This is an optimization exercise on Yosys and OpenROAD, whose aim is small area, a short achievable clock period and few clock cycles, not a production implementation.
RTL that was checked went through simulation tests only; none was proved equivalent to the original.
Only the layout flow was run in runs 1 and 2; the RTL was not checked for function there.
Power figures rest on the tool's default switching activity, not on a simulated workload.

**design.v**
```verilog
`timescale 1ns/1ps
module divider #(
    parameter XLEN_WIDTH = 32
)(
    input                   clk_i,
    input                   rst_i,
    input                   stall_i,
    input  logic [XLEN_WIDTH-1:0]      a_i,
    input  logic [XLEN_WIDTH-1:0]      b_i,
    input  logic            req_i,
    input  logic            kill_i,
    input  logic [ 1 : 0]   operation_sel_i,
    output logic [XLEN_WIDTH-1:0]      div_result_o,
    output logic            ready_o,
    output logic            result_valid_o
);
function automatic [5:0] clz32(input [31:0] x);
    reg [15:0] z1, c1;
    reg [7:0]  z2; reg [1:0] c2 [0:7];
    reg [3:0]  z3; reg [2:0] c3 [0:3];
    reg [1:0]  z4; reg [3:0] c4 [0:1];
    reg [4:0]  c5;
    integer i;
    begin
        for (i = 0; i < 16; i = i + 1) begin
            z1[i] = ~(x[2*i+1] | x[2*i]);
            c1[i] = ~x[2*i+1];
        end
        for (i = 0; i < 8; i = i + 1) begin
            z2[i] = z1[2*i+1] & z1[2*i];
            c2[i] = z1[2*i+1] ? {1'b1, c1[2*i]} : {1'b0, c1[2*i+1]};
        end
        for (i = 0; i < 4; i = i + 1) begin
            z3[i] = z2[2*i+1] & z2[2*i];
            c3[i] = z2[2*i+1] ? {1'b1, c2[2*i]} : {1'b0, c2[2*i+1]};
        end
        for (i = 0; i < 2; i = i + 1) begin
            z4[i] = z3[2*i+1] & z3[2*i];
            c4[i] = z3[2*i+1] ? {1'b1, c3[2*i]} : {1'b0, c3[2*i+1]};
        end
        c5 = z4[1] ? {1'b1, c4[0]} : {1'b0, c4[1]};
        clz32 = (z4[1] & z4[0]) ? 6'd32 : {1'b0, c5};
    end
endfunction
wire is_div    = ~operation_sel_i[1];
wire is_signed = ~operation_sel_i[0];
wire a_neg     = is_signed & a_i[31];
wire b_neg     = is_signed & b_i[31];
wire a_zero    = (a_i == 32'b0);
wire b_zero    = (b_i == 32'b0);
wire [31:0] abs_a = a_neg ? -a_i : a_i;
wire [31:0] abs_b = b_neg ? -b_i : b_i;
wire res_neg   = is_div ? (a_neg ^ b_neg) : a_neg;
wire a_pow2 = &(~a_i[30:0] | a_i[31:1]);
wire b_pow2 = &(~b_i[30:0] | b_i[31:1]);
wire [5:0] lz_a = clz32(a_i ^ {32{a_i[31]}}) - {5'b0, a_i[31] & a_pow2};
wire [5:0] lz_b = clz32(b_i ^ {32{b_i[31]}}) - {5'b0, b_i[31] & b_pow2};
wire [5:0] clz_a = (a_i[31] & ~is_signed) ? 6'd0 : lz_a;
wire [5:0] clz_b = (b_i[31] & ~is_signed) ? 6'd0 : lz_b;
wire [6:0] shamt = {1'b0, clz_b} - {1'b0, clz_a};
localparam S_IDLE  = 2'd0,
           S_SETUP = 2'd1,
           S_CALC  = 2'd2,
           S_FIX   = 2'd3;
reg [1:0] S;
reg [31:0] R;        
reg [31:0] D;        
reg [3:0]  cnt;      
reg        trivial;  
wire [33:0] t1 = {2'b0, R} - {2'b0, D};
wire [33:0] t2 = {2'b0, R} - {1'b0, D, 1'b0};
wire [34:0] cx = {3'b0, R};
wire [34:0] cy = ~{3'b0, D};
wire [34:0] cz = ~{2'b0, D, 1'b0};
wire [34:0] cs = cx ^ cy ^ cz;
wire [34:0] cc = (cx & cy) | (cx & cz) | (cy & cz);
wire [35:0] t3w = {cs, 1'b1} + {cc[33:0], 1'b1, 1'b1};
wire [34:0] t3 = t3w[35:1];
wire ge1 = ~t1[33];
wire ge2 = ~t2[33];
wire ge3 = ~t3[34];
wire [1:0] qd = {ge2, ge3 | (ge1 & ~ge2)};
wire [31:0] R_nx = ge3 ? t3[31:0] : ge2 ? t2[31:0] : ge1 ? t1[31:0] : R;
wire last        = (cnt == 4'd0);
wire start   = (S == S_IDLE) & req_i;
wire quick   = a_zero | b_zero;
wire [31:0] direct = is_div ? {32{b_zero}} : a_i;
wire done_setup = (S == S_SETUP) & trivial;
wire done_calc  = (S == S_CALC) & last & ~res_neg;
wire done_fix   = (S == S_FIX);
wire finish     = (start & quick) | done_setup | done_calc | done_fix;
always_ff @(posedge clk_i) begin
    if (rst_i)
        S <= S_IDLE;
    else if (kill_i)
        S <= S_IDLE;
    else case (S)
        S_IDLE:  S <= (req_i & ~quick) ? S_SETUP : S_IDLE;
        S_SETUP: S <= trivial ? S_IDLE : S_CALC;
        S_CALC:  S <= last ? (res_neg ? S_FIX : S_IDLE) : S_CALC;
        default: S <= S_IDLE;
    endcase
end
always_ff @(posedge clk_i) begin
    case (S)
        S_IDLE:  begin R <= abs_a; D <= abs_b; cnt <= shamt[4:1]; trivial <= shamt[6]; end
        S_SETUP: begin R <= R;     D <= D << {cnt, 1'b0}; cnt <= cnt; end
        default: begin R <= R_nx;  D <= D >> 2; cnt <= cnt - 4'd1; end
    endcase
end
always_ff @(posedge clk_i) begin
    if (start | (S == S_SETUP))
        div_result_o <= direct;
    else if (S == S_CALC)
        div_result_o <= (last & ~is_div) ? R_nx : {div_result_o[29:0], qd};
    else if (S == S_FIX)
        div_result_o <= -div_result_o;
end
always_ff @(posedge clk_i) begin
    if (rst_i) begin
        ready_o        <= 1'b1;
        result_valid_o <= 1'b0;
    end else begin
        ready_o        <= kill_i | ((S == S_IDLE) & ~req_i) | finish;
        result_valid_o <= ~kill_i & (finish | (stall_i & result_valid_o));
    end
end
endmodule
```
**constraint.sdc**
```tcl
create_clock -name core_clock -period 5.5 [get_ports {clk_i}]
set_input_delay 1.1000 -clock core_clock [delete_from_list [all_inputs] [get_ports {clk_i}]]
set_output_delay 1.1000 -clock core_clock [all_outputs]
set_load 0.01 [all_outputs]
```
**run.sh**
```bash
#!/bin/bash
# synth_recipe.tcl (not shown) runs the flow's synth.tcl, then flattens the netlist and writes it again
# the make line also repeats each setting of config.mk as NAME=value (left out here)
make -C /OpenROAD-flow-scripts/flow DESIGN_CONFIG=/design/flow/config.mk WORK_HOME=/design/flow/orfs CLKGATE_MAP_FILE= SYNTH_SCRIPT=/design/flow/synth_recipe.tcl finish
```
**config.mk**
```make
export PLATFORM = sky130hd
export DESIGN_NAME = divider
export DESIGN_NICKNAME = divider
export VERILOG_FILES = /design/flow/design.v
export SDC_FILE = /design/flow/constraint.sdc
export NUM_CORES = 4
export LEC_CHECK = 0
export CAP_MARGIN = 20
export CORE_MARGIN = 2
export CORE_UTILIZATION = 45
export PLACE_DENSITY = 0.6
export SETUP_SLACK_MARGIN = 2.5
export SLEW_MARGIN = 20
```
==> metrics.md, run 1 <==
| Metric | Value |
|---|---|
| GPL Wtd Cong | `0.966` |
| Number of global-route vias before repair | `~18000` |
| Leakage | `roughly 8.5 nW` |
| RSZ-0062 raised after global routing | `true` |
| Post-synth EDFFs | `between 60 and 70` |
| Post-Synthesis Cell Area | `16600 um2` |
| Share of cells above drive strength 1 | `27.1%` |
| Mapped Cells | `2276` |
| Max-slew violations | `0` |
| # IOs | `105` |
| IO Port Bufs | `104` |
| R2r endpoint | `R[6]$_DFFE_PN_` |
| Area growth syn-to-layout | `33.7%` |
| Clk sinks | `105` |
| WL final | `71800 um` |
| RR Startpoint | `D[20]$_DFF_P_` |
| Worst Setup EP | `cnt[3]$_DFFE_PN_` |
| CTS tree | `done` |
| Die H | `196 um` |
| Antenna diodes | `0` |
| Post-CTS Hold Buffers | `0` |
| Critical Path RT | `5610 ps` |
| Final Setup Violations | `0` |
| Drt wl/cell | `24.4 um` |
| Peak Freq | `between 0.2 and 0.25 GHz` |
| Hold_ws | `between 500 and 600 ps` |
| Skew-Pair Late Insertion Delay | `380 ps` |
| GRT met3 Usage | `between 3 and 4%` |
| Ys flop type | `edfxtp_1` |
| Normalized max-slew margin | `between 20% and 30%` |
| Final period utilization | `72.8%` |
| DRT iter0 DRCs | `~2300` |
| R2R depth | `15` |
| Grt ovf | `0` |
| Core box area | `36400 um2` |
| Max clock buf depth | `2` |
| Distinct cells, synth | `85` |
| Clock Skew | `approximately 14 ps` |
| Syn avg cell area | `7.29 um2` |
| Critical Setup Path Class | `primary input to register` |
| Dpl hpwl | `52600 um` |
| Power Density | `488 nW/um2` |
| Post-route ant nets | `0` |
| Worst Tran Pin Value | `approximately 1100 ps` |
| CTS clk-pin slew, worst paths | `80 ps` |
| Period minus WS final | `roughly 4000 ps` |
| Seq cells post-synth | `105` |
| Hold Crit Depth | `2` |
| Met1 Use GR | `52.4%` |
| # fillers | `~3300` |
| Via-to-Cell Ratio | `6.57` |
| Commonest non-fill, non-tap cells in the layout | `203 x nor2_1, 199 x a21oi_1, 198 x nand2_1` |
| Detailed Routing Iterations Pass 1 | `6` |
| Origin of the worst setup path | `a_i[31]` |
| CP Launch Type | `primary input` |
| Status | `finished clean` |
| Root Driver | `clkbuf_16` |
| Main area contributors after synthesis | `edfxtp_1 12%, ha_1 8.5%, a21oi_1 7.0%` |
| Reg2reg setup slack | `1560 ps` |
| Fin. Hold Viols | `0` |
| MaxCap Viol Count | `0` |
| Via Count | `around 19000` |
| Cell row count | `70` |
| Critical path endpoint category | `register` |
| Worst EP arrival | `4110 ps` |
| TNS Setup | `0 ps` |
| Largest net degree at the start of global routing | `56` |
| Seq/Total Area, Yosys | `16.8%` |
| Num CTS Buffers | `9` |
| Async SR Flop Fraction | `0%` |
| Die width | `196 um` |
| Grt met2 use | `56.9%` |
| Syn_nets | `2495` |
| Top-area cell type share of the netlist area | `12.5%` |
| Initial antenna violation count | `0` |
| Die ar. | `slightly below 40000 um2` |
| H-tree Lvls | `3` |
| Peak supply drop | `approximately 220 uV` |
| Fin nets | `2686` |
| First-pass GRT wire length | `108000 um` |
| CP Max Fanout | `4` |
| Total Routing Usage GR | `36.3%` |
| Commonest non-fill, non-tap cell in the layout | `nor2_1` |
| # DRC | `0` |
| Global routing's busiest layer | `met2` |
| Synth Warn # | `7` |
| Starting density of the core | `45.5%` |
| Largest area contributor in the netlist | `edfxtp_1` |
| Min-delay worst type | `register to register` |
metal layers:
layer | share of wire [%] | vias up
met4 | 3.3 | 0
li1 | - | 8793
met1 | 43 | 9317
met5 | 0 | -
met2 | 45 | 1073
met3 | 9.1 | 120
cell type report:
class,instances,area (um2),area share [%]
multi-input cells,1930,15000,67.4
clock buffers,10,250,1.13
repair buffers,324,3110,14.0
inverters,97,402,1.81
flip-flops and latches,105,2840,12.8
clock inverters,6,47.5,0.214
well taps,468,586,2.64
logic make-up after synthesis:
group,synth area share [%]
XOR/XNOR,9.13
AO/OA/AOI/OAI,30.6
buffers and inverters,5.68
multiplexers,4.11
AND/OR/NAND/NOR,20.9
adder cells (fa/ha/maj),12.7
flip-flops,16.8
metrics by stage:
step	total power, mW	instances	area (um2)	setup WS (ps)	utilization (%)
after floorplan	5.79	2276	17200	1150	-
after global placement	7.56	2750	18500	450	50.7
after detailed placement	7.58	2750	18500	342	50.7
after CTS	10.1	2888	21300	1490	58.3
after global routing	11.4	2940	22200	1400	60.9
final	10.8	2940	22200	1500	60.9
power breakdown:
| group | total (mW) | internal, mW | switching (mW) |
|---|---|---|---|
| logic | 8.90 | 3.81 | 5.09 |
| registers | 1.24 | 1.01 | 0.232 |
| clock network | 0.675 | 0.341 | 0.335 |
| total | 10.8 | 5.16 | 5.66 |
sequential cells by signal (all words and copies together) (netlist names):
name,cells
S,2
div_result_o,32
D,32
trivial,1
ready_o,1
cnt,4
R,32
result_valid_o,1
cell usage after synthesis, types with 21 or more instances:
master,count
a211oi_1,42
a21o_1,51
a21oi_1,231
a31oi_1,46
clkbuf_1,124
dfxtp_1,36
edfxtp_1,69
fa_1,35
ha_1,113
inv_1,94
mux2i_1,40
nand2_1,220
nand2b_1,22
nand3_1,51
nand4_1,21
nor2_1,234
nor3_1,70
nor4_1,24
o211ai_1,30
o21ai_0,191
o22ai_1,25
xnor2_1,101
xor2_1,72
repair_timing:
action                     in CTS  in global routing
setup endpoints to repair      87                 87
pin swaps                     119                 81
cloned                         14                  1
resized for setup             502                187
setup buffers                 108                 50
worst max-delay path, stage by stage:
cell	delay, ps
buf_8	110
or3_4	390
a21oi_4	170
nand2_2	80
or2_4	260
o21bai_4	170
o32a_1	300
ha_2	220
ha_4	210
nand2b_4	150
fa_2	400
a21o_1	170
a21o_1	180
xnor2_1	150
o21ai_1	60
worst min-delay path by stage:
stage / startpoint / to / slack, ps
floorplan: D[18]$_DFF_P_ / D[16]$_DFF_P_ / 460
finish: D[18]$_DFF_P_ / D[16]$_DFF_P_ / 530
CTS: D[18]$_DFF_P_ / D[16]$_DFF_P_ / 510
global route: D[18]$_DFF_P_ / D[16]$_DFF_P_ / 560
global placement: D[16]$_DFF_P_ / D[14]$_DFF_P_ / 520
detailed placement: D[18]$_DFF_P_ / D[16]$_DFF_P_ / 520
==> run 2, diff against run 1 <==
--- a/config.mk
+++ b/config.mk
@@ -9,5 +9,5 @@
 export CORE_MARGIN = 2
 export CORE_UTILIZATION = 45
 export PLACE_DENSITY = 0.6
-export SETUP_SLACK_MARGIN = 2.5
+export SETUP_SLACK_MARGIN = 3.0
 export SLEW_MARGIN = 20
==> run 2 against run 1 <==
  * Worst setup slack worse by 44 ps
  * First-iteration DRC count down 10%
  * Utilization up 0.55 points
  * Fmax down 1.1%
  * Power down 2.6%
  * Wire length down 1.1%
  * Cell count up 0.68%
  * Count of clock-buffer cells in the layout down 1
  * Synthesized area unchanged
  * Largest cell class unchanged
  * Highest routed layer unchanged
==> metrics.md, run 2 <==
| Metric | Value |
|---|---|
| Cell row count | `70 (unchanged)` |
| Grt ovf | `0 (unchanged)` |
| Area growth syn-to-layout | `34.9%` |
| Clock Skew | `15.1 ps (+1.45 ps)` |
| Seq/Total Area, Yosys | `16.8% (unchanged)` |
| CP Max Fanout | `3 (-1)` |
| Detailed Routing Iterations Pass 1 | `6 (unchanged)` |
| Final period utilization | `73.6% (+0.81 points)` |
| # DRC | `0 (unchanged)` |
| Hold_ws | `503 ps (-29.5 ps)` |
| Fin. Hold Viols | `0 (unchanged)` |
| Status | `finished clean` |
| Ys flop type | `edfxtp_1` |
| Count leader, synth | `nor2_1` |
| Max clock buf depth | `2 (unchanged)` |
| Total Routing Usage GR | `36.2% (-0.11 points)` |
| Leakage | `8.71 nW (+2.0%)` |
| Largest net degree at the start of global routing | `56 (unchanged)` |
| Largest regs | `D: 32 flops, R: 32 flops, div_result_o: 32 flops` |
| Power Total | `10.5 mW (-2.6%)` |
| Antenna diodes | `0 (unchanged)` |
| Worst Tran Pin Value | `901 ps (-168 ps)` |
| Area of the multi-input gates | `15100 um2 (+0.87%)` |
| Setup WS pre-CTS | `341 ps (-1.60 ps)` |
| Largest area contributor in the netlist | `edfxtp_1` |
| Post-Synthesis Cell Area | `16600 um2 (unchanged)` |
| DRT iter0 DRCs | `2025 (-10%)` |
| Main area contributors after synthesis | `edfxtp_1 12%, ha_1 8.5%, a21oi_1 7.0%` |
| Clk sinks | `105 (unchanged)` |
| RSZ-0062 raised after global routing | `true` |
| Die H | `196 um (unchanged)` |
| First-pass GRT wire length | `108000 um (+0.28%)` |
| Worst EP arrival | `4160 ps (+50 ps)` |
| Distinct cells, synth | `85 (unchanged)` |
| Finished Cell Area | `22400 um2 (+0.90%)` |
| H-tree Lvls | `3 (unchanged)` |
| IO Port Bufs | `104 (unchanged)` |
| Hold worst-path end | `D[16]$_DFF_P_` |
| Syn_nets | `2495 (unchanged)` |
| Post-CTS Hold Buffers | `0 (unchanged)` |
| Skew-Pair Late Insertion Delay | `370 ps (about the same)` |
| GPL Wtd Cong | `0.962 (-0.41%)` |
| CP Launch Type | `primary input` |
| Reg2reg setup slack | `1520 ps (-40 ps)` |
| R2r endpoint | `R[3]$_DFFE_PN_` |
| Peak supply drop | `226 uV (+2.0%)` |
| Drt wl/cell | `24.0 um (-1.8%)` |
| Async SR Flop Fraction | `0% (unchanged)` |
| Hold Crit Start | `D[18]$_DFF_P_` |
| Syn avg cell area | `7.29 um2 (unchanged)` |
| Post-route ant nets | `0 (unchanged)` |
| Period minus WS final | `4050 ps (+44.5 ps)` |
| Dpl hpwl | `53000 um (+0.75%)` |
| Power Density | `471 nW/um2 (-3.4%)` |
| Number of global-route vias before repair | `18200 (+1.6%)` |
| Hold Crit Depth | `2 (unchanged)` |
| Commonest non-fill, non-tap cells in the layout | `202 x nor2_1, 198 x nand2_1, 197 x a21oi_1` |
| Top post-synthesis cells by count | `234 x nor2_1, 231 x a21oi_1, 220 x nand2_1, 191 x o21ai_0, 124 x clkbuf_1` |
| Placed cell areas | `18500 um2 (+0.22%)` |
| Die width | `196 um (unchanged)` |
| # IOs | `105 (unchanged)` |
| Synth Warn # | `7 (unchanged)` |
| Num CTS Buffers | `9 (unchanged)` |
| Seq cells post-synth | `105 (unchanged)` |
| RR Startpoint | `R[16]$_DFFE_PN_` |
| Normalized max-slew margin | `39.9% (+11 points)` |
| Top-area cell type share of the netlist area | `12.5% (unchanged)` |
| Post-synth EDFFs | `69 (unchanged)` |
| Starting density of the core | `45.5% (unchanged)` |
| WL final | `71000 um (-1.1%)` |
| Via Count | `19200 (-0.67%)` |
| Worst Slack Setup Final | `1450 ps (-44.5 ps)` |
| Critical Path RT | `5610 ps (about the same)` |
| CTS tree | `done` |
| MaxCap Viol Count | `0 (unchanged)` |
| Share of cells above drive strength 1 | `28.2% (+1.1 points)` |
| Via-to-Cell Ratio | `6.48 (-1.3%)` |
| Peak Freq | `0.247 GHz (-1.1%)` |
| # fillers | `3305 (+0.030%)` |
| Critical path endpoint category | `register` |
| TNS Setup | `0 ps (unchanged)` |
| Die ar. | `38400 um2 (unchanged)` |
| Commonest non-fill, non-tap cell in the layout | `nor2_1` |
| Core box area | `36400 um2 (unchanged)` |
| Initial antenna violation count | `0 (unchanged)` |
| Root Driver | `clkbuf_16` |
| R2R depth | `14 (-1)` |
| Mapped Cells | `2276 (unchanged)` |
| Critical Setup Path Class | `primary input to register` |
| Fin nets | `2706 (+0.74%)` |
| CTS clk-pin slew, worst paths | `90 ps (about the same)` |
| Final Setup Violations | `0 (unchanged)` |
| Min-delay worst type | `register to register` |
| FF/Latch Area | `2840 um2 (+0.26%)` |
| Max-slew violations | `0 (unchanged)` |
==> run 2: how the worst max path moves through the flow <==
stage	startpoint	endpoint	slack [ps]	cells after the start
floorplan	a_i[19]	cnt[3]$_DFFE_PN_	1150	15
global placement	a_i[23]	cnt[3]$_DFFE_PN_	430	15
detailed placement	a_i[23]	cnt[3]$_DFFE_PN_	340	15
CTS	a_i[31]	cnt[3]$_DFFE_PN_	1480	15
global route	a_i[17]	cnt[3]$_DFFE_PN_	1330	19
finish	a_i[18]	cnt[3]$_DFFE_PN_	1450	15
==> run 2: layer usage <==
layer	vias up	wire length [um]	GRT usage [%]	part of all wire, %
met5	-	0	0	0
met4	0	2590	11.5	3.6
met3	133	6020	5.29	8.5
met2	945	31400	56.9	44
met1	9275	31000	51.2	44
li1	8821	-	-	-
==> run 2: kinds of logic (layout without fill, tap and decap cells) <==
kind of cell | count (synthesis) | count (layout) | synth area share (%)
AOI/OAI and AO/OA | 803 | 805 | 30.6
and+or+nand+nor | 748 | 749 | 20.9
buffers and inverters | 244 | 457 | 5.68
xor gates and xnor gates | 173 | 173 | 9.13
adders and majority gates | 148 | 148 | 12.7
DFF | 105 | 105 | 16.8
muxes | 55 | 55 | 4.11
==> run 2: what timing repair did <==
item	CTS	global route
setup endpoints to repair	128	107
cloned	9	0
buffers inserted	143	39
pin swaps	132	101
resized for setup	553	193
==> run 2: layout make-up <==
type / count / share of cell area (%)
Sequential cell: 105 / 12.7
Tap cell: 468 / 2.62
Multi-Input combinational cell: 1930 / 67.4
Clock buffer: 9 / 1.01
Inverter: 97 / 1.81
Timing Repair Buffer: 344 / 14.2
Clock inverter: 7 / 0.319
==> run 2: where the power goes <==
part | internal [mW] | leakage (nW) | switching, mW | total (mW)
combinational | 3.64 | 7.55 | 5.01 | 8.66
clock | 0.322 | 0.147 | 0.347 | 0.669
sequential | 1.01 | 1.01 | 0.201 | 1.21
total | 4.98 | 8.71 | 5.56 | 10.5
==> run 2: critical path, cell delays in order <==
cell	delay, ps
buf_6	90
or2_4	260
nor4_4	320
o21bai_4	110
or2_4	260
o21bai_4	170
o32a_1	320
ha_4	190
ha_4	210
nand2b_4	150
fa_2	390
a21o_1	180
a21o_1	170
xnor2_1	160
o21ai_1	70
==> run 2: metrics by stage <==
stage	util (%)	instances
after floorplan	-	2276
after global placement	50.9	2753
after detailed placement	50.9	2753
after CTS	59.0	2921
after global routing	61.4	2960
final	61.4	2960
==> run 3, diff against run 2 <==
--- a/design.v
+++ b/design.v
@@ -46,7 +46,6 @@
 wire is_signed = ~operation_sel_i[0];
 wire a_neg     = is_signed & a_i[31];
 wire b_neg     = is_signed & b_i[31];
-wire a_zero    = (a_i == 32'b0);
 wire b_zero    = (b_i == 32'b0);
 wire [31:0] abs_a = a_neg ? -a_i : a_i;
 wire [31:0] abs_b = b_neg ? -b_i : b_i;
@@ -66,7 +65,6 @@
 reg [31:0] R;        
 reg [31:0] D;        
 reg [3:0]  cnt;      
-reg        trivial;  
 wire [33:0] t1 = {2'b0, R} - {2'b0, D};
 wire [33:0] t2 = {2'b0, R} - {1'b0, D, 1'b0};
 wire [34:0] cx = {3'b0, R};
@@ -83,12 +81,11 @@
 wire [31:0] R_nx = ge3 ? t3[31:0] : ge2 ? t2[31:0] : ge1 ? t1[31:0] : R;
 wire last        = (cnt == 4'd0);
 wire start   = (S == S_IDLE) & req_i;
-wire quick   = a_zero | b_zero;
+wire quick   = b_zero | shamt[6];
 wire [31:0] direct = is_div ? {32{b_zero}} : a_i;
-wire done_setup = (S == S_SETUP) & trivial;
 wire done_calc  = (S == S_CALC) & last & ~res_neg;
 wire done_fix   = (S == S_FIX);
-wire finish     = (start & quick) | done_setup | done_calc | done_fix;
+wire finish     = (start & quick) | done_calc | done_fix;
 always_ff @(posedge clk_i) begin
     if (rst_i)
         S <= S_IDLE;
@@ -96,20 +93,20 @@
         S <= S_IDLE;
     else case (S)
         S_IDLE:  S <= (req_i & ~quick) ? S_SETUP : S_IDLE;
-        S_SETUP: S <= trivial ? S_IDLE : S_CALC;
+        S_SETUP: S <= S_CALC;
         S_CALC:  S <= last ? (res_neg ? S_FIX : S_IDLE) : S_CALC;
         default: S <= S_IDLE;
     endcase
 end
 always_ff @(posedge clk_i) begin
     case (S)
-        S_IDLE:  begin R <= abs_a; D <= abs_b; cnt <= shamt[4:1]; trivial <= shamt[6]; end
-        S_SETUP: begin R <= R;     D <= D << {cnt, 1'b0}; cnt <= cnt; end
+        S_IDLE:  begin R <= abs_a; D <= abs_b; cnt <= shamt[4:1]; end
+        S_SETUP: begin R <= abs_a; D <= D << {cnt, 1'b0}; cnt <= shamt[4:1]; end
         default: begin R <= R_nx;  D <= D >> 2; cnt <= cnt - 4'd1; end
     endcase
 end
 always_ff @(posedge clk_i) begin
-    if (start | (S == S_SETUP))
+    if (start)
         div_result_o <= direct;
     else if (S == S_CALC)
         div_result_o <= (last & ~is_div) ? R_nx : {div_result_o[29:0], qd};
--- a/config.mk
+++ b/config.mk
@@ -9,5 +9,5 @@
 export CORE_MARGIN = 2
 export CORE_UTILIZATION = 45
 export PLACE_DENSITY = 0.6
-export SETUP_SLACK_MARGIN = 3.0
+export SETUP_SLACK_MARGIN = 1.5
 export SLEW_MARGIN = 20
==> run 3 against run 2 <==
  * Still clean on timing, DRC and antenna
  * Via count down 4.9%
  * Die area shrank 4.2%
  * Synthesized cell count is 2.3% lower
  * Wire length is 8.2% lower
  * Utilization shrank 4.4 points
  * Flip-flop and latch count is 1 lower
  * Cell count decreased by 4.4%
  * Power shrank 29%
  * Critical path depth rose by 7
  * First-iteration DRC count fell by 4.3%
  * Critical endpoint is now S[0]$_SDFF_PP0_
  * Largest power group unchanged
==> metrics.md, run 3 <==
| Metric | Value |
|---|---|
| Status | `finished clean` |
| Largest regs | `D: 32 flops, R: 32 flops, div_result_o: 32 flops` |
| Peak supply drop | `184 uV (-19%)` |
| Grt ovf | `0 (unchanged)` |
| Max-slew violations | `0 (unchanged)` |
| Power Density | `380 nW/um2 (-19%)` |
| CTS clk-pin slew, worst paths | `90 ps (about the same)` |
| CP Max Fanout | `7 (+4)` |
| DRT iter0 DRCs | `1938 (-4.3%)` |
| Fin. Hold Viols | `0 (unchanged)` |
| Finished Cell Area | `19800 um2 (-12%)` |
| XOR/XNOR Fraction of Synth Area | `9.48% (+0.35 points)` |
| Top post-synthesis cells by count | `250 x a21oi_1, 223 x nand2_1, 222 x nor2_1, 146 x o21ai_0, 130 x clkbuf_1` |
| RSZ-0062 raised after global routing | `true` |
| Adder-Cell Fraction of Synth Area | `13.2% (+0.49 points)` |
| Ys flop type | `dfxtp_1` |
| Seq cells post-synth | `104 (-0.95%)` |
| Worst EP arrival | `4650 ps (+490 ps)` |
| Commonest non-fill, non-tap cell in the layout | `a21oi_1` |
| Placed cell areas | `17700 um2 (-4.4%)` |
| Simple-Gate Fraction of Synth Area | `21.2% (+0.28 points)` |
| Leakage | `7.77 nW (-11%)` |
| WL final | `65100 um (-8.2%)` |
| Worst Tran Pin Value | `1010 ps (+111 ps)` |
| Cell row count | `68 (-2.9%)` |
| Largest family of logic cells by synthesized area | `compound AO/OA/AOI/OAI gates` |
| Global routing's busiest layer | `met1` |
| Final period utilization | `79.7% (+6.2 points)` |
| Die ar. | `36800 um2 (-4.2%)` |
| Grt met2 use | `48.6% (-8.3 points)` |
| TNS Setup | `0 ps (unchanged)` |
| Share of cells above drive strength 1 | `20.1% (-8.2 points)` |
| Drt wl/cell | `23.0 um (-4.0%)` |
| Min-delay worst type | `register to register` |
| # fillers | `3320 (+0.45%)` |
| Die H | `192 um (-2.1%)` |
| Peak Freq | `0.228 GHz (-7.7%)` |
| Syn avg cell area | `7.15 um2 (-2.0%)` |
| # IOs | `105 (unchanged)` |
| Starting density of the core | `45.9% (+0.34 points)` |
| Period minus WS final | `4380 ps (+339 ps)` |
| Largest area contributor in the netlist | `dfxtp_1` |
| Critical Path RT | `5770 ps (+160 ps)` |
| Area growth syn-to-layout | `24.4%` |
| Total Routing Usage GR | `34.6% (-1.6 points)` |
| Via Count | `18200 (-4.9%)` |
| Root Driver | `clkbuf_16` |
| Distinct cells, synth | `81 (-4.7%)` |
| # DRC | `0 (unchanged)` |
| Die width | `192 um (-2.1%)` |
| GRT met3 Usage | `4.86% (-0.43 points)` |
| CP Launch Type | `primary input` |
| Hold Crit Depth | `2 (unchanged)` |
| Largest net degree at the start of global routing | `92 (+64%)` |
| Top-area cell type share of the netlist area | `9.07% (-3.4 points)` |
| First-pass GRT wire length | `97700 um (-9.8%)` |
| Num CTS Buffers | `9 (unchanged)` |
| Seq/Total Area, Yosys | `15.1% (-1.7 points)` |
| CTS tree | `done` |
| Fin nets | `2587 (-4.4%)` |
| Final Setup Violations | `0 (unchanged)` |
| Skew-Pair Late Insertion Delay | `380 ps (about the same)` |
| Post-Synthesis Cell Area | `15900 um2 (-4.2%)` |
| Post-synth EDFFs | `32 (-54%)` |
| Met1 Use GR | `52.7% (+1.5 points)` |
| Async SR Flop Fraction | `0% (unchanged)` |
| Detailed Routing Iterations Pass 1 | `6 (unchanged)` |
| Critical Setup Path Class | `primary input to register` |
| Normalized max-slew margin | `32.3% (-7.6 points)` |
| Clk sinks | `104 (-0.95%)` |
| Multiplexer share of the synthesized area | `4.03% (-0.078 points)` |
| R2R depth | `15 (+1)` |
| Clock Skew | `18.3 ps (+3.23 ps)` |
| Core box area | `34600 um2 (-5.0%)` |
| H-tree Lvls | `3 (unchanged)` |
| Count leader, synth | `a21oi_1` |
| Antenna diodes | `0 (unchanged)` |
| Max clock buf depth | `2 (unchanged)` |
| Fin util | `57.1% (-4.4 points)` |
| Main area contributors after synthesis | `dfxtp_1 9.1%, ha_1 8.8%, a21oi_1 7.9%` |
| Post-route ant nets | `0 (unchanged)` |
| Compound-Gate Fraction of Synth Area | `31.2% (+0.62 points)` |
| Initial antenna violation count | `0 (unchanged)` |
| Number of global-route vias before repair | `16500 (-9.6%)` |
| Commonest non-fill, non-tap cells in the layout | `238 x a21oi_1, 215 x nand2_1, 209 x nor2_1` |
| MaxCap Viol Count | `0 (unchanged)` |
| Synth Warn # | `7 (unchanged)` |
| GPL Wtd Cong | `0.980 (+1.9%)` |
| IO Port Bufs | `104 (unchanged)` |
| Mapped Cells | `2223 (-2.3%)` |
| Via-to-Cell Ratio | `6.45 (-0.46%)` |
| Syn_nets | `2441 (-2.2%)` |
| Dpl hpwl | `50100 um (-5.4%)` |
| Critical path endpoint category | `register` |
==> run 3: cell count changes after synthesis, sizes merged, moves of 9 or more <==
cell    change
a21oi      +19
or4         +9
a22oi       -9
a31oi       -9
nor2       -13
nor3       -17
o22ai      +16
a21o       -16
or3        -11
nand2b      +9
o21ai      -48
nor4       -15
dfxtp      +36
edfxtp     -37
==> run 3: cells by family (layout without fill, tap and decap cells) <==
group,after synthesis,count (layout)
AO/OA/AOI/OAI,782,782
AND/OR/NAND/NOR,722,723
buffers and inverters,242,392
XOR/XNOR,172,172
adder cells (fa/ha/maj),147,147
flip-flops,104,104
multiplexers,54,54
==> run 3: timing repair <==
action,CTS,global route
hold endpoints to repair,0,0
gates resized for setup,346,112
pin swaps,75,48
setup endpoints to repair,74,59
buffers inserted,54,37
cloned,2,1
hold buffers,0,0
==> run 3: routing by layer <==
metal,wire length (um),vias up,part of all wire [%]
met1,29700,8709,46
met4,2530,0,3.9
li1,-,8473,-
met5,0,-,0
met2,26600,949,41
met3,6390,111,9.8
==> run 3: final timing paths <==
| kind | slack, ps | start | end |
|---|---|---|---|
| min reg2reg | 500 | D[19]$_DFF_P_ | D[17]$_DFF_P_ |
| min | 500 | D[19]$_DFF_P_ | D[17]$_DFF_P_ |
| max reg2reg | 1430 | D[17]$_DFF_P_ | div_result_o[13]$_DFFE_PP_ |
| max | 1120 | a_i[10] | S[0]$_SDFF_PP0_ |
==> run 3: final cells by class <==
| class | instances | area [um2] | share of cell area (%) |
|---|---|---|---|
| Sequential cell | 104 | 2440 | 12.3 |
| Clock inverter | 7 | 83.8 | 0.424 |
| Clock buffer | 9 | 225 | 1.14 |
| Inverter | 93 | 397 | 2.01 |
| Tap cell | 455 | 569 | 2.88 |
| Multi-Input combinational cell | 1878 | 13600 | 68.8 |
| Timing Repair Buffer | 283 | 2440 | 12.4 |
==> run 3: critical path, cell delays in order <==
cell,delay (ps)
clkdlybuf4s15_1,260
buf_6,160
nand4_1,140
o22ai_2,240
buf_4,130
buf_4,100
buf_4,100
buf_4,90
o221ai_1,180
a31oi_1,280
a211o_1,180
nor2b_1,170
xnor2_1,130
nand2_1,70
ha_1,320
a21oi_2,70
nor2b_1,130
o21a_1,160
o21ai_2,70
nor3b_2,210
a41oi_1,60
nor4_1,300
==> run 3: power breakdown <==
part	switching [mW]	total, mW	internal [mW]
Clock	0.365	0.694	0.329
Combinational	3.44	5.72	2.28
Sequential	0.177	1.09	0.915
==> run 3: per-stage QoR <==
| step | hold slack (ps) | setup slack (ps) | power [mW] | std cells |
|---|---|---|---|---|
| after floorplan | 461 | 950 | 4.46 | 2223 |
| after detailed placement | 500 | 64.3 | 5.93 | 2719 |
| after CTS | 507 | 1240 | 6.92 | 2791 |
| final | 504 | 1120 | 7.51 | 2829 |
| after global placement | 486 | 130 | 5.91 | 2719 |
| after global routing | 524 | 967 | 7.96 | 2829 |
Testbench counts of run 3, summed over its fixed seeds: cycles 67,179.
==> run 4, diff against run 3 <==
--- a/config.mk
+++ b/config.mk
@@ -7,7 +7,7 @@
 export LEC_CHECK = 0
 export CAP_MARGIN = 20
 export CORE_MARGIN = 2
-export CORE_UTILIZATION = 45
-export PLACE_DENSITY = 0.6
-export SETUP_SLACK_MARGIN = 1.5
+export CORE_UTILIZATION = 65
+export PLACE_DENSITY = 0.75
+export SETUP_SLACK_MARGIN = 1.0
 export SLEW_MARGIN = 20
==> run 4 against run 3 <==
  * Utilization grew 20 points
  * Largest cell class unchanged
  * Critical path type unchanged
  * Non-clock buffer count decreased by 79
  * Synthesized cell count stayed put
  * Cell count is 7.4% lower
  * Still clean on timing, DRC and antenna
==> metrics.md, run 4 <==
| Metric | Value |
|---|---|
| Clock Skew | `12.2 ps (-6.13 ps)` |
| CP Max Fanout | `6 (-1)` |
| Seq cells post-synth | `104 (unchanged)` |
| Final period utilization | `83.2% (+3.5 points)` |
| Total Routing Usage GR | `43.9% (+9.4 points)` |
| R2r endpoint | `div_result_o[28]$_DFFE_PP_` |
| RR Startpoint | `D[4]$_DFF_P_` |
| Peak Freq | `0.219 GHz (-4.2%)` |
| Worst Setup EP | `S[0]$_SDFF_PP0_` |
| Placed Instances | `2568 (-5.6%)` |
| Worst EP arrival | `4800 ps (+150 ps)` |
| Syn_nets | `2441 (unchanged)` |
| CP cell instances | `clkdlybuf4s15_1, buf_6, or4_4, o22ai_4, nand2_2, o22ai_2, a21oi_2, o32ai_2, ha_2, ha_4, nand2_2, mux2i_1, o32ai_2, ha_1, nor2b_4, o21a_1, o21ai_2, nor3b_2, a41oi_1, nor4_1` |
| Area of the multi-input gates | `13200 um2 (-2.8%)` |
| Max clock buf depth | `2 (unchanged)` |
| FF/Latch Area | `2410 um2 (-1.2%)` |
| Root Driver | `clkbuf_16` |
| Seq/Total Area, Yosys | `15.1% (unchanged)` |
| Mapped Cells | `2223 (unchanged)` |
| Peak supply drop | `261 uV (+42%)` |
| Share of cells above drive strength 1 | `12.9% (-7.1 points)` |
| Status | `finished clean` |
| Crit-path max cell delay | `500 ps (+180 ps)` |
| Detailed Routing Iterations Pass 1 | `9 (+3)` |
| Dpl hpwl | `45300 um (-9.5%)` |
| Fin nets | `2507 (-3.1%)` |
| Skew-Pair Late Insertion Delay | `360 ps (-20 ps)` |
| IO Port Bufs | `104 (unchanged)` |
| CP delay by family, top | `compound AO/OA/AOI/OAI gates` |
| CP Buf/Inv Count | `2 (-4)` |
| Drt wl/cell | `23.0 um (-0.26%)` |
| Distinct cells, synth | `81 (unchanged)` |
| Syn avg cell area | `7.15 um2 (unchanged)` |
| Die H | `160 um (-16%)` |
| Commonest non-fill, non-tap cell in the layout | `a21oi_1` |
| H-tree Lvls | `3 (unchanged)` |
| Reg2reg setup slack | `1040 ps (-390 ps)` |
| Fin. Hold Viols | `0 (unchanged)` |
| Critical Path RT | `5720 ps (-50 ps)` |
| Cell row count | `57 (-16%)` |
| Largest regs | `D: 32 flops, R: 32 flops, div_result_o: 32 flops` |
| Die width | `160 um (-16%)` |
| CP Depth | `20 (-9.1%)` |
| Ys flop type | `dfxtp_1` |
| Min-delay worst type | `register to register` |
| Initial antenna violation count | `2 (+2)` |
| Max-slew violations | `0 (unchanged)` |
| Post-synth EDFFs | `32 (unchanged)` |
| Starting density of the core | `65.7% (+20 points)` |
| Commonest non-fill, non-tap cells in the layout | `242 x a21oi_1, 215 x nand2_1, 207 x nor2_1` |
| # fillers | `1847 (-44%)` |
| CTS clk-pin slew, worst paths | `80 ps (about the same)` |
| Count leader, synth | `a21oi_1` |
| Die ar. | `25700 um2 (-30%)` |
| Synth Warn # | `7 (unchanged)` |
| Clk sinks | `104 (unchanged)` |
| Origin of the worst setup path | `b_i[13]` |
| Main area contributors after synthesis | `dfxtp_1 9.1%, ha_1 8.8%, a21oi_1 7.9%` |
| Normalized max-slew margin | `36.8% (+4.6 points)` |
| Area growth syn-to-layout | `17.0%` |
| MaxCap Viol Count | `0 (unchanged)` |
| Via Count | `18700 (+2.4%)` |
| Critical Setup Path Class | `primary input to register` |
| CP Launch Type | `primary input` |
| Metal-1 WL | `22900 um (-23%)` |
| Power Density | `374 nW/um2 (-1.6%)` |
| WL final | `60200 um (-7.6%)` |
| Grt ovf | `0 (unchanged)` |
| Largest area contributor in the netlist | `dfxtp_1` |
| Largest net degree at the start of global routing | `79 (-14%)` |
| # IOs | `105 (unchanged)` |
| Via-to-Cell Ratio | `7.13 (+11%)` |
| Final Setup Violations | `0 (unchanged)` |
| Top layer in use | `met4` |
| First-pass GRT wire length | `90500 um (-7.3%)` |
| Num CTS Buffers | `9 (unchanged)` |
| Core box area | `24200 um2 (-30%)` |
| Period minus WS final | `4580 ps (+192 ps)` |
| Top post-synthesis cells by count | `250 x a21oi_1, 223 x nand2_1, 222 x nor2_1, 146 x o21ai_0, 130 x clkbuf_1` |
| GPL Wtd Cong | `1.08 (+10%)` |
| R2R depth | `13 (-2)` |
| Post-CTS Hold Buffers | `0 (unchanged)` |
| TNS Setup | `0 ps (unchanged)` |
| # DRC | `0 (unchanged)` |
| RSZ-0062 raised after global routing | `true` |
| DRT iter0 DRCs | `2864 (+48%)` |
| CTS tree | `done` |
| Top-area cell type share of the netlist area | `9.07% (unchanged)` |
| Post-route ant nets | `0 (unchanged)` |
| Critical path endpoint category | `register` |
| Worst Tran Pin Value | `947 ps (-64.8 ps)` |
| Leakage | `7.63 nW (-1.8%)` |
| Worst path slowest cell | `or4_4` |
| Async SR Flop Fraction | `0% (unchanged)` |
| Post-Synthesis Cell Area | `15900 um2 (unchanged)` |
| Post-route insts no fill | `2620 (-7.4%)` |
| Met3 wire length | `7720 um (+21%)` |
| WL met2 | `26200 um (-1.2%)` |
| Number of global-route vias before repair | `16800 (+1.9%)` |
-- run 4: through the flow --
| step | hold WS [ps] | worst slack [ps] | area (um2) | utilization, % | power (mW) |
|---|---|---|---|---|---|
| 2_1_floorplan | 461 | 950 | 16000 | - | 4.45 |
| 3_3_place_gp | 490 | 145 | 17400 | 71.9 | 5.74 |
| 3_5_place_dp | 494 | 117 | 17400 | 71.9 | 5.84 |
| 4_1_cts | 509 | 905 | 18000 | 74.5 | 6.58 |
| 5_1_grt | 556 | 832 | 18600 | 76.9 | 7.33 |
| 6_report | 515 | 923 | 18600 | 76.9 | 6.94 |
-- run 4: report_power, final --
part	switching [mW]	total, mW	internal, mW
clock	0.329	0.660	0.331
sequential	0.181	1.09	0.912
combinational	3.22	5.19	1.97
-- run 4: routing by layer --
metal	track usage, %	vias to the layer above
met5	0	-
met4	18.3	0
met3	8.91	289
met2	69.8	1506
met1	58.5	8611
li1	-	8280
-- run 4: area by class of cell --
class,instances,area share [%]
Antenna cell,2,0.0269
Clock buffer,10,1.29
Clock inverter,6,0.296
Inverter,93,1.90
Multi-Input combinational cell,1877,71.1
Sequential cell,104,13.0
Tap cell,324,2.18
Timing Repair Buffer,204,10.2
-- run 4: repair_timing --
item / in CTS / in global routing
resized for setup: 71 / 176
endpoints found under the setup margin: 11 / 40
cloned: 1 / 0
pin swaps: 25 / 64
buffers inserted: 15 / 18
-- run 4: cell families (layout without fill, tap and decap cells) --
family          after synthesis  after routing  synth area share [%]
compound gates              782            782                  31.2
simple gates                722            722                  21.2
buf+inv                     242            313                  5.73
xor+xnor                    172            172                  9.48
fa+ha+maj                   147            147                  13.2
flops                       104            104                  15.1
mux                          54             54                  4.03
other cells                   0              2                     0
-- run 4: how the worst min path moves through the flow --
stage / start / endpoint / cells past startpoint / slack, ps
6_report: D[19]$_DFF_P_ / D[17]$_DFF_P_ / 2 / 510
2_1_floorplan: D[24]$_DFF_P_ / D[22]$_DFF_P_ / 2 / 460
5_1_grt: D[19]$_DFF_P_ / D[17]$_DFF_P_ / 2 / 560
4_1_cts: D[19]$_DFF_P_ / D[17]$_DFF_P_ / 2 / 510
3_3_place_gp: D[19]$_DFF_P_ / D[17]$_DFF_P_ / 2 / 490
3_5_place_dp: D[19]$_DFF_P_ / D[17]$_DFF_P_ / 2 / 490
-- run 4: tightest hold or removal path: cells and delay by family, from the launching register on --
family	cells	cell delay (ps)
AO/OA/AOI/OAI	1	60
flip-flops	1	350
AND/OR/NAND/NOR	1	60
==> run 5, diff against run 4 <==
--- a/config.mk
+++ b/config.mk
@@ -7,7 +7,7 @@
 export LEC_CHECK = 0
 export CAP_MARGIN = 20
 export CORE_MARGIN = 2
-export CORE_UTILIZATION = 65
-export PLACE_DENSITY = 0.75
+export CORE_UTILIZATION = 45
+export PLACE_DENSITY = 0.6
 export SETUP_SLACK_MARGIN = 1.0
 export SLEW_MARGIN = 20
==> run 5 against run 4 <==
  * Non-clock buffer count up 32
  * Utilization fell by 23 points
  * Via count shrank 4.8%
  * Sequential power barely moved
  * Synthesized cell count unchanged
  * Fmax grew 2.4%
  * Register-to-register slack better by 40 ps
  * Clock skew is 5.4 ps higher
  * Flip-flop and latch count stayed put
  * Critical endpoint unchanged
  * Largest cell class unchanged
==> metrics.md, run 5 <==
| Metric | Value |
|---|---|
| Status | `finished clean` |
| TNS Setup | `0 ps (unchanged)` |
| Power Total | `6.85 mW (-1.4%)` |
| Mapped Cells | `2223 (unchanged)` |
| Post-Synthesis Cell Area | `15900 um2 (unchanged)` |
| Core box area | `34600 um2 (+43%)` |
| Worst Tran Pin Value | `1010 ps (+58.9 ps)` |
| Max-slew violations | `0 (unchanged)` |
| Placed Instances | `2719 (+5.9%)` |
| Share of cells above drive strength 1 | `12.7% (-0.22 points)` |
| Grt ovf | `0 (unchanged)` |
| CP Launch Type | `primary input` |
| Largest regs | `D: 32 flops, R: 32 flops, div_result_o: 32 flops` |
| Count leader, synth | `a21oi_1` |
| Distinct cells, synth | `81 (unchanged)` |
| Via-to-Cell Ratio | `6.39 (-10%)` |
| Die width | `192 um (+20%)` |
| Total Routing Usage GR | `33.2% (-11 points)` |
| Root Driver | `clkbuf_16` |
| RSZ-0062 raised after global routing | `true` |
| Min-delay worst type | `register to register` |
| First-pass GRT wire length | `93600 um (+3.4%)` |
| MaxCap Viol Count | `0 (unchanged)` |
| Initial antenna violation count | `2 (unchanged)` |
| Peak supply drop | `203 uV (-22%)` |
| Commonest non-fill, non-tap cells in the layout | `242 x a21oi_1, 217 x nand2_1, 216 x nor2_1` |
| Main area contributors after synthesis | `dfxtp_1 9.1%, ha_1 8.8%, a21oi_1 7.9%` |
| Power Density | `365 nW/um2 (-2.2%)` |
| Synth Warn # | `7 (unchanged)` |
| H-tree Lvls | `3 (unchanged)` |
| Top-area cell type share of the netlist area | `9.07% (unchanged)` |
| Critical Setup Path Class | `primary input to register` |
| Max clock buf depth | `2 (unchanged)` |
| Async SR Flop Fraction | `0% (unchanged)` |
| Critical Path RT | `5740 ps (+20 ps)` |
| Critical path endpoint category | `register` |
| DRT iter0 DRCs | `2012 (-30%)` |
| Fin. Hold Viols | `0 (unchanged)` |
| Peak Freq | `0.224 GHz (+2.4%)` |
| Commonest non-fill, non-tap cell in the layout | `a21oi_1` |
| Period minus WS final | `4470 ps (-106 ps)` |
| Post-synth EDFFs | `32 (unchanged)` |
| Number of global-route vias before repair | `15700 (-6.3%)` |
| Worst EP arrival | `4710 ps (-90 ps)` |
| GPL Wtd Cong | `0.965 (-11%)` |
| Hold_ws | `502 ps (-13.2 ps)` |
| Die H | `192 um (+20%)` |
| Seq cells post-synth | `104 (unchanged)` |
| Syn_nets | `2441 (unchanged)` |
| CTS clk-pin slew, worst paths | `80 ps (about the same)` |
| Die ar. | `36800 um2 (+43%)` |
| Post-route insts no fill | `2781 (+6.1%)` |
| WL final | `62200 um (+3.3%)` |
| CP Max Fanout | `4 (-2)` |
| Ys flop type | `dfxtp_1` |
| Leakage | `7.49 nW (-1.8%)` |
| Dpl hpwl | `49400 um (+8.9%)` |
| Cell row count | `68 (+19%)` |
| Normalized max-slew margin | `32.7% (-4.2 points)` |
| Post-route ant nets | `0 (unchanged)` |
| Num CTS Buffers | `9 (unchanged)` |
| Detailed Routing Iterations Pass 1 | `6 (-3)` |
| Syn avg cell area | `7.15 um2 (unchanged)` |
| Area growth syn-to-layout | `18.0%` |
| Post-CTS Hold Buffers | `0 (unchanged)` |
| Clk sinks | `104 (unchanged)` |
| Skew-Pair Late Insertion Delay | `380 ps (+20 ps)` |
| Fin nets | `2539 (+1.3%)` |
| IO Port Bufs | `104 (unchanged)` |
| Via Count | `17800 (-4.8%)` |
| Largest area contributor in the netlist | `dfxtp_1` |
| # IOs | `105 (unchanged)` |
| Largest net degree at the start of global routing | `92 (+16%)` |
| CTS tree | `done` |
| Final period utilization | `81.3% (-1.9 points)` |
| Drt wl/cell | `22.4 um (-2.7%)` |
| Final Setup Violations | `0 (unchanged)` |
| # DRC | `0 (unchanged)` |
| Clock Skew | `17.6 ps (+5.42 ps)` |
| Antenna diodes | `0 (-2)` |
| Top post-synthesis cells by count | `250 x a21oi_1, 223 x nand2_1, 222 x nor2_1, 146 x o21ai_0, 130 x clkbuf_1` |
| Starting density of the core | `45.9% (-20 points)` |
| Seq/Total Area, Yosys | `15.1% (unchanged)` |
==> run 5: cell families (layout without fill, tap and decap cells) <==
logic type | after synthesis | count (layout) | share of synthesized area (%)
mux | 54 | 54 | 4.03
simple gates | 722 | 722 | 21.2
fa+ha+maj | 147 | 147 | 13.2
flops | 104 | 104 | 15.1
buf+inv | 242 | 345 | 5.73
xor+xnor | 172 | 172 | 9.48
compound gates | 782 | 782 | 31.2
==> run 5: final timing paths <==
| path | startpoint | to | slack [ps] | cells past startpoint |
|---|---|---|---|---|
| max | b_i[7] | S[0]$_SDFF_PP0_ | 1030 | 19 |
| min | D[19]$_DFF_P_ | D[17]$_DFF_P_ | 500 | 2 |
| max reg2reg | D[26]$_DFF_P_ | div_result_o[10]$_DFFE_PP_ | 1080 | 13 |
| min reg2reg | D[19]$_DFF_P_ | D[17]$_DFF_P_ | 500 | 2 |
==> run 5: layout make-up <==
class	count	area, um2
Tap cell	455	569
Inverter	93	353
Sequential cell	104	2410
Multi-Input combinational cell	1877	13100
Fill cell	3370	15900
Clock inverter	7	61.3
Clock buffer	9	225
Timing Repair Buffer	236	2050
==> run 5: timing repair <==
item                                    4_1_cts  5_1_grt
buffers inserted                             36       10
pin swaps                                    41       32
endpoints found under the setup margin       14       41
gates resized for setup                     124       61
==> run 5: report_power, final <==
part	total [mW]	switching [mW]	internal [mW]
Combinational	5.10	3.14	1.96
Sequential	1.08	0.173	0.912
Clock	0.659	0.341	0.318
==> run 5: metrics by stage <==
| step | utilization [%] | setup WS [ps] | cell area, um2 |
|---|---|---|---|
| after floorplan | - | 950 | 16000 |
| after global placement | 51.1 | 215 | 17700 |
| after detailed placement | 51.2 | 212 | 17700 |
| after CTS | 53.3 | 990 | 18500 |
| after global routing | 54.1 | 840 | 18700 |
| final | 54.1 | 1030 | 18700 |
==> run 5: worst max-delay path, cell delays in order <==
cell	delay, ps
dlygate4sd2_1	240
or4_4	560
o22ai_4	260
o21ai_2	110
a2111oi_4	370
o21ai_2	110
a21oi_2	230
ha_4	170
xor2_1	150
nor2_1	60
ha_1	290
a21o_1	170
a21oi_2	130
nor2b_1	60
o21a_1	180
o21ai_2	170
nor3b_2	60
a41oi_1	200
nor4_1	60
==> run 5: layer usage <==
metal	up-vias	wire length, um	track usage [%]
li1	8352	-	-
met1	8437	29300	51.1
met2	903	25000	46.0
met3	86	5930	5.66
met4	4	1980	10.5
met5	-	24	0
==> run 6, diff against run 5 <==
==> flow/run.sh (new file) <==
#!/bin/bash
# Standard layout, with the port buffers made from plain buffers rather than
# the delay cells buffer_ports picks by default.
set -e
cp standard.sh standard_sh.log
export BUFFER_PORTS_ARGS="-buffer_cell sky130_fd_sc_hd__buf_2"
bash standard.sh > standard.log 2>&1
==> standard.sh (new file) <==
#!/bin/bash
# synth_recipe.tcl (not shown) runs the flow's synth.tcl, then flattens the netlist and writes it again
# the make line also repeats each setting of config.mk as NAME=value (left out here)
make -C /OpenROAD-flow-scripts/flow DESIGN_CONFIG=/design/flow/config.mk WORK_HOME=/design/flow/orfs CLKGATE_MAP_FILE= SYNTH_SCRIPT=/design/flow/synth_recipe.tcl "${@:-finish}"
removed: run.sh
==> run 6 against run 5 <==
  * Cell count is 2.8% lower
  * Final area is 6.6% lower
  * Global-route usage is 0.48 points lower
  * Flip-flop and latch count stayed put
  * Clock power hardly changed
==> metrics.md, run 6 <==
| Metric | Value |
|---|---|
| GPL Wtd Cong | `0.970 (+0.55%)` |
| Num CTS Buffers | `9 (unchanged)` |
| Share of cells above drive strength 1 | `12.5% (-0.21 points)` |
| Top post-synthesis cells by count | `250 x a21oi_1, 223 x nand2_1, 222 x nor2_1, 146 x o21ai_0, 130 x clkbuf_1` |
| Worst path slowest cell | `or4_4` |
| R2R depth | `14 (+1)` |
| Period minus WS final | `4450 ps (-21.5 ps)` |
| Skew-Pair Late Insertion Delay | `370 ps (about the same)` |
| First-pass GRT wire length | `92600 um (-1.1%)` |
| Hold Crit Start | `D[19]$_DFF_P_` |
| Min-delay worst type | `register to register` |
| Detailed Routing Iterations Pass 1 | `6 (unchanged)` |
| Ys flop type | `dfxtp_1` |
| Via-to-Cell Ratio | `6.40 (about the same)` |
| Worst Tran Pin Value | `1070 ps (+66.3 ps)` |
| Peak supply drop | `204 uV (+0.48%)` |
| Root Driver | `clkbuf_16` |
| Peak Freq | `0.225 GHz (+0.48%)` |
| Synth Warn # | `7 (unchanged)` |
| Hold worst-path end | `D[17]$_DFF_P_` |
| Power Density | `384 nW/um2 (+5.2%)` |
| Die H | `192 um (unchanged)` |
| R2r endpoint | `div_result_o[30]$_DFFE_PP_` |
| Largest net degree at the start of global routing | `58 (-37%)` |
| TNS Setup | `0 ps (unchanged)` |
| Commonest non-fill, non-tap cell in the layout | `a21oi_1` |
| CP Buf/Inv Count | `1 (unchanged)` |
| Final period utilization | `80.9% (-0.39 points)` |
| Cell row count | `68 (unchanged)` |
| Hold Crit Depth | `2 (unchanged)` |
| Post-route insts no fill | `2702 (-2.8%)` |
| Core box area | `34600 um2 (unchanged)` |
| Clock group share of total power | `9.8% (+0.2 points)` |
| Largest regs | `D: 32 flops, R: 32 flops, div_result_o: 32 flops` |
| Commonest non-fill, non-tap cells in the layout | `244 x a21oi_1, 219 x nor2_1, 219 x nand2_1` |
| Max-slew violations | `0 (unchanged)` |
| Fin nets | `2459 (-3.2%)` |
| Setup WS pre-CTS | `410 ps (+198 ps)` |
| Async SR Flop Fraction | `0% (unchanged)` |
| Combinational share of power | `74.2% (-0.3 points)` |
| DRT iter0 DRCs | `2009 (-0.15%)` |
| RSZ-0062 raised after global routing | `true` |
| Number of global-route vias before repair | `15700 (-0.51%)` |
| Initial antenna violation count | `1 (-1)` |
| Clock Skew | `14.5 ps (-3.04 ps)` |
| Status | `finished clean` |
| Worst Slack Setup Final | `1050 ps (+21.5 ps)` |
| Seq/Total Area, Yosys | `15.1% (unchanged)` |
| IO Port Bufs | `104 (unchanged)` |
| RR Startpoint | `D[0]$_DFF_P_` |
| Die width | `192 um (unchanged)` |
| Origin of the worst setup path | `b_i[3]` |
| Leakage | `6.97 nW (-6.9%)` |
| CP delay by family, top | `compound AO/OA/AOI/OAI gates` |
| Seq cells post-synth | `104 (unchanged)` |
| Largest area contributor in the netlist | `dfxtp_1` |
| Critical Setup Path Class | `primary input to register` |
| Total Routing Usage GR | `32.7% (-0.48 points)` |
| Sw Pwr | `3.61 mW (-1.5%)` |
| Die ar. | `36800 um2 (unchanged)` |
| H-tree Lvls | `3 (unchanged)` |
| Hold_ws | `511 ps (+8.97 ps)` |
| Syn avg cell area | `7.15 um2 (unchanged)` |
| Area growth syn-to-layout | `10.2%` |
| # IOs | `105 (unchanged)` |
| Count leader, synth | `a21oi_1` |
| Fin. Hold Viols | `0 (unchanged)` |
| Mapped Cells | `2223 (unchanged)` |
| Max clock buf depth | `2 (unchanged)` |
| Sequential power share | `16.0% (+0.2 points)` |
| Worst EP arrival | `4690 ps (-20 ps)` |
| Post-CTS Hold Buffers | `0 (unchanged)` |
| Final Setup Violations | `0 (unchanged)` |
| Via Count | `17300 (-2.8%)` |
| CTS tree | `done` |
| Starting density of the core | `45.9% (unchanged)` |
| Normalized max-slew margin | `28.5% (-4.2 points)` |
| Placed Instances | `2668 (-1.9%)` |
| Clk sinks | `104 (unchanged)` |
| Post-Synthesis Cell Area | `15900 um2 (unchanged)` |
| MaxCap Viol Count | `0 (unchanged)` |
| CP Max Fanout | `9 (+5)` |
| Syn_nets | `2441 (unchanged)` |
| Crit-path max cell delay | `550 ps (about the same)` |
| CTS clk-pin slew, worst paths | `80 ps (about the same)` |
| Drt wl/cell | `22.4 um (+0.33%)` |
| Finished Cell Area | `17500 um2 (-6.6%)` |
| Grt ovf | `0 (unchanged)` |
| Int Power | `3.12 mW (-2.1%)` |
| Critical path endpoint category | `register` |
| # DRC | `0 (unchanged)` |
| Placed cell areas | `16800 um2 (-5.3%)` |
| Reg2reg setup slack | `1160 ps (+80 ps)` |
| CP Launch Type | `primary input` |
| Post-route ant nets | `0 (unchanged)` |
| CP cell instances | `buf_2, or4_4, o22ai_2, nand2_2, a21boi_2, o22ai_2, a21oi_2, o32ai_2, ha_2, ha_4, xor2_2, nor2_1, ha_1, a21o_1, a21oi_2, nor2b_1, o21a_1, o21ai_2, nor3b_2, a41oi_1, nor4_1` |
| WL final | `60600 um (-2.5%)` |
| Post-synth EDFFs | `32 (unchanged)` |
| Dpl hpwl | `48500 um (-1.7%)` |
| Critical Path RT | `5740 ps (about the same)` |
| Distinct cells, synth | `81 (unchanged)` |
| Switching share of power | `53.6% (+0.17 points)` |
| Main area contributors after synthesis | `dfxtp_1 9.1%, ha_1 8.8%, a21oi_1 7.9%` |
| Top-area cell type share of the netlist area | `9.07% (unchanged)` |
## run 6: cell counts after synthesis
No cell type changed its count.
## run 6: worst reg2reg max path, stage by stage, from the launching register on
cell      delay (ps)
dfxtp_2          350
buf_4            200
ha_1             260
fa_1             450
nand2b_1         200
a21oi_1          270
o21ai_0          210
o211ai_1         270
nand2_2          200
o31a_2           510
buf_4            260
and3_1           190
a31oi_1          370
a311o_1          280
a21oi_1           80
## run 6: cell type report
cell class                 instances  area [um2]
multi-input combinational       1877       12900
antenna                            1        2.50
clock buffer                      11         254
timing repair buffer             156         956
sequential                       104        2410
clock inverter                     5        35.0
tap                              455         569
fill                            3507       17100
inverter                          93         352
## run 6: kinds of logic (layout without fill, tap and decap cells)
logic type	after synthesis	count (layout)	share of synthesized area, %
simple gates	722	722	21.2
buf+inv	242	265	5.73
flops	104	104	15.1
other cells	0	1	0
compound gates	782	782	31.2
fa+ha+maj	147	147	13.2
mux	54	54	4.03
xor+xnor	172	172	9.48
## run 6: routing by layer
metal | up-vias | global-route usage [%] | share of wire (%) | routed length (um)
met3 | 56 | 4.06 | 8.7 | 5280
met1 | 8213 | 50.9 | 48 | 29100
met2 | 827 | 47.4 | 41 | 25100
met4 | 0 | 7.19 | 2.0 | 1210
met5 | - | 0 | 0 | 0
li1 | 8195 | - | - | -
## run 6: repair_timing
item	in CTS	in global routing
gates resized for setup	24	68
setup buffers	6	11
endpoints found under the setup margin	10	32
pin swaps	9	28
cloned	0	0
## run 6: power groups by stage
| stage | sequential (mW) | combinational, mW | clock, mW |
|---|---|---|---|
| floorplan | 1.04 | 3.42 | 0 |
| global placement | 1.08 | 4.67 | 0 |
| detailed placement | 1.09 | 4.71 | 0 |
| CTS | 1.07 | 4.78 | 0.659 |
| global route | 1.09 | 5.43 | 0.686 |
| finish | 1.08 | 4.99 | 0.659 |
## run 6: how the worst max path moves through the flow
stage	slack, ps	depth (start not counted)	end
after floorplan	950	19	S[0]$_SDFF_PP0_
after global placement	420	22	S[0]$_SDFF_PP0_
after detailed placement	410	22	S[0]$_SDFF_PP0_
after CTS	890	18	div_result_o[31]$_DFFE_PP_
after global routing	880	21	S[0]$_SDFF_PP0_
final	1050	21	S[0]$_SDFF_PP0_
## run 6: stage by stage
stage | power, mW | util, %
floorplan | 4.45 | -
global placement | 5.75 | 48.4
detailed placement | 5.80 | 48.4
CTS | 6.51 | 49.6
global route | 7.21 | 50.6
finish | 6.73 | 50.6
==> run 7, diff against run 6 <==
--- a/config.mk
+++ b/config.mk
@@ -9,5 +9,5 @@
 export CORE_MARGIN = 2
 export CORE_UTILIZATION = 45
 export PLACE_DENSITY = 0.6
-export SETUP_SLACK_MARGIN = 1.0
+export SETUP_SLACK_MARGIN = 1.25
 export SLEW_MARGIN = 20
==> run 7 against run 6 <==
  * Sequential share of layout area down 0.52 points
  * Synthesized cell count is the same
  * Clock skew fell by 2.3 ps
  * Combinational power grew 4%
  * Largest power group unchanged
  * Cell count is 1.4% higher
  * First-iteration DRC count rose by 5.9%
==> metrics.md, run 7 <==
| Metric | Value |
|---|---|
| # IOs | `105 (unchanged)` |
| RR Startpoint | `D[0]$_DFF_P_` |
| Commonest non-fill, non-tap cells in the layout | `239 x a21oi_1, 219 x nor2_1, 215 x nand2_1` |
| Via-to-Cell Ratio | `6.44 (+0.68%)` |
| Count leader, synth | `a21oi_1` |
| Period minus WS final | `4350 ps (-102 ps)` |
| Num CTS Buffers | `9 (unchanged)` |
| Worst Tran Pin Value | `918 ps (-155 ps)` |
| Fin nets | `2496 (+1.5%)` |
| Skew-Pair Late Insertion Delay | `360 ps (about the same)` |
| Largest family of logic cells by synthesized area | `compound AO/OA/AOI/OAI gates` |
| Normalized max-slew margin | `38.6% (+10 points)` |
| Starting density of the core | `45.9% (unchanged)` |
| Worst EP arrival | `4590 ps (-100 ps)` |
| Crit-path max cell delay | `520 ps (-30 ps)` |
| Origin of the worst setup path | `a_i[13]` |
| Total Routing Usage GR | `32.4% (-0.30 points)` |
| Cell row count | `68 (unchanged)` |
| Area growth syn-to-layout | `14.9%` |
| Multiplexer share of the synthesized area | `4.03% (unchanged)` |
| TNS Setup | `0 ps (unchanged)` |
| First-pass GRT wire length | `92300 um (-0.29%)` |
| Hold_ws | `498 ps (-12.5 ps)` |
| Final Setup Violations | `0 (unchanged)` |
| Async SR Flop Fraction | `0% (unchanged)` |
| Critical Setup Path Class | `primary input to register` |
| Worst path slowest cell | `or4_1` |
| Main area contributors after synthesis | `dfxtp_1 9.1%, ha_1 8.8%, a21oi_1 7.9%` |
| Core box area | `34600 um2 (unchanged)` |
| Power Density | `384 nW/um2 (about the same)` |
| Die H | `192 um (unchanged)` |
| Dpl hpwl | `48000 um (-1.2%)` |
| Setup WS pre-CTS | `469 ps (+59.5 ps)` |
| Ys flop type | `dfxtp_1` |
| Leakage | `7.29 nW (+4.6%)` |
| Detailed Routing Iterations Pass 1 | `5 (-1)` |
| MaxCap Viol Count | `0 (unchanged)` |
| XOR/XNOR Fraction of Synth Area | `9.48% (unchanged)` |
| Die width | `192 um (unchanged)` |
| Root Driver | `clkbuf_16` |
| Share of cells above drive strength 1 | `16.2% (+3.7 points)` |
| Critical path endpoint category | `register` |
| Number of global-route vias before repair | `15700 (+0.40%)` |
| CTS clk-pin slew, worst paths | `80 ps (about the same)` |
| CTS tree | `done` |
| Top post-synthesis cells by count | `250 x a21oi_1, 223 x nand2_1, 222 x nor2_1, 146 x o21ai_0, 130 x clkbuf_1` |
| Compound-Gate Fraction of Synth Area | `31.2% (unchanged)` |
| Peak supply drop | `197 uV (-3.5%)` |
| H-tree Lvls | `3 (unchanged)` |
| Final period utilization | `79.0% (-1.9 points)` |
| DRT iter0 DRCs | `2127 (+5.9%)` |
| Die ar. | `36800 um2 (unchanged)` |
| IO Port Bufs | `104 (unchanged)` |
| WL final | `61000 um (+0.60%)` |
| Clk sinks | `104 (unchanged)` |
| CP Max Fanout | `7 (-2)` |
| Post-synth EDFFs | `32 (unchanged)` |
| Largest regs | `D: 32 flops, R: 32 flops, div_result_o: 32 flops` |
| Grt ovf | `0 (unchanged)` |
| Post-route ant nets | `0 (unchanged)` |
| Peak Freq | `0.230 GHz (+2.3%)` |
| Seq cells post-synth | `104 (unchanged)` |
| Initial antenna violation count | `1 (unchanged)` |
| Post-route insts no fill | `2739 (+1.4%)` |
| Status | `finished clean` |
| Seq/Total Area, Yosys | `15.1% (unchanged)` |
| Simple-Gate Fraction of Synth Area | `21.2% (unchanged)` |
| Mapped Cells | `2223 (unchanged)` |
| R2R depth | `14 (unchanged)` |
| Post-CTS Hold Buffers | `0 (unchanged)` |
| Reg2reg setup slack | `1320 ps (+160 ps)` |
==> run 7: cell counts after synthesis <==
Identical to the previous run, type by type.
==> run 7: metal layers <==
layer | GRT usage, % | share of wire [%] | up-vias
met5 | 0 | 0 | -
met4 | 10.9 | 3.2 | 0
met3 | 4.68 | 9.5 | 77
met2 | 45.5 | 41 | 934
met1 | 49.8 | 46 | 8371
li1 | - | - | 8265
==> run 7: logic make-up after synthesis <==
group	after synthesis
compound gates	782
simple gates	722
buf+inv	242
xor+xnor	172
fa+ha+maj	147
flops	104
mux	54
==> run 7: what timing repair did <==
action                     CTS  global route
pin swaps                   34            55
setup buffers               31            22
cloned                       1             1
resized for setup           91           106
setup endpoints to repair   55            47
==> run 7: worst min-delay path by stage <==
| stage | cells after the start | slack [ps] | end | from |
|---|---|---|---|---|
| floorplan | 2 | 460 | D[22]$_DFF_P_ | D[24]$_DFF_P_ |
| global placement | 2 | 490 | D[22]$_DFF_P_ | D[24]$_DFF_P_ |
| detailed placement | 2 | 500 | D[22]$_DFF_P_ | D[24]$_DFF_P_ |
| CTS | 2 | 500 | D[21]$_DFF_P_ | D[23]$_DFF_P_ |
| global route | 2 | 530 | D[21]$_DFF_P_ | D[23]$_DFF_P_ |
| finish | 2 | 500 | D[21]$_DFF_P_ | D[23]$_DFF_P_ |
==> run 7: critical path, delay by kind of cell <==
family          cells  cell delay (ps)
simple gates        7             1330
fa+ha+maj           3              860
buf+inv             1              140
compound gates      7             1160
==> run 7: final cells by class <==
type / instances / area, um2
inverter: 93 / 358
clock buffer: 10 / 239
sequential: 104 / 2420
timing repair buffer: 192 / 1370
fill: 3399 / 16400
multi-input combinational: 1878 / 13200
tap: 455 / 569
clock inverter: 6 / 90.1
antenna: 1 / 2.50
==> run 7: per-stage QoR <==
step	power [mW]	instance area, um2	util (%)
6_report	7.01	18300	52.7
5_1_grt	7.47	18300	52.7
4_1_cts	6.69	17700	51.1
3_5_place_dp	5.77	16800	48.4
3_3_place_gp	5.74	16800	48.4
2_1_floorplan	4.46	16000	-
==> run 7: power by group <==
group	switching, mW	internal [mW]
combinational	3.18	1.99
sequential	0.186	0.913
clock	0.323	0.414

afterwards: timing with drivers on the ports:
How much do the figures lean on ideal ports? The routed layouts below were timed once more, with nothing changed but the port constraints.
Step 1 (the two cells are an assumption about what drives the block):
set clk [get_ports {clk_i}]
set_driving_cell -lib_cell sky130_fd_sc_hd__clkbuf_16 $clk
set_driving_cell -lib_cell sky130_fd_sc_hd__buf_2 [delete_from_list [all_inputs] $clk]
Step 2, shift: input delay + t, output delay - t, t = (earliest + latest rising clock arrival at the registers) / 2. This alone moves slack from input paths to output paths.
a / b / c = no drivers / after step 1 / after step 2; a / b = the first two.
run	t (ns)	setup WS [ns]	worst hold slack (ns)
run 1	0.418	1.499 / 1.510 / 1.092	0.533 / 0.533 / 0.533
run 2	0.412	1.454 / 1.467 / 1.054	0.503 / 0.503 / 0.503
run 3	0.415	1.115 / 1.141 / 0.726	0.504 / 0.504 / 0.504
run 4	0.400	0.923 / 0.947 / 0.547	0.515 / 0.515 / 0.515
run 5	0.417	1.029 / 1.058 / 0.641	0.502 / 0.502 / 0.502
run 6	0.412	1.051 / 1.067 / 0.654	0.511 / 0.511 / 0.511
run 7	0.404	1.153 / 1.182 / 0.778	0.498 / 0.498 / 0.498
After both steps setup and hold are still met in every run listed. The setup slack of run 1, which loses most, moves by +0.011 ns with the drivers and by -0.407 ns with both steps.
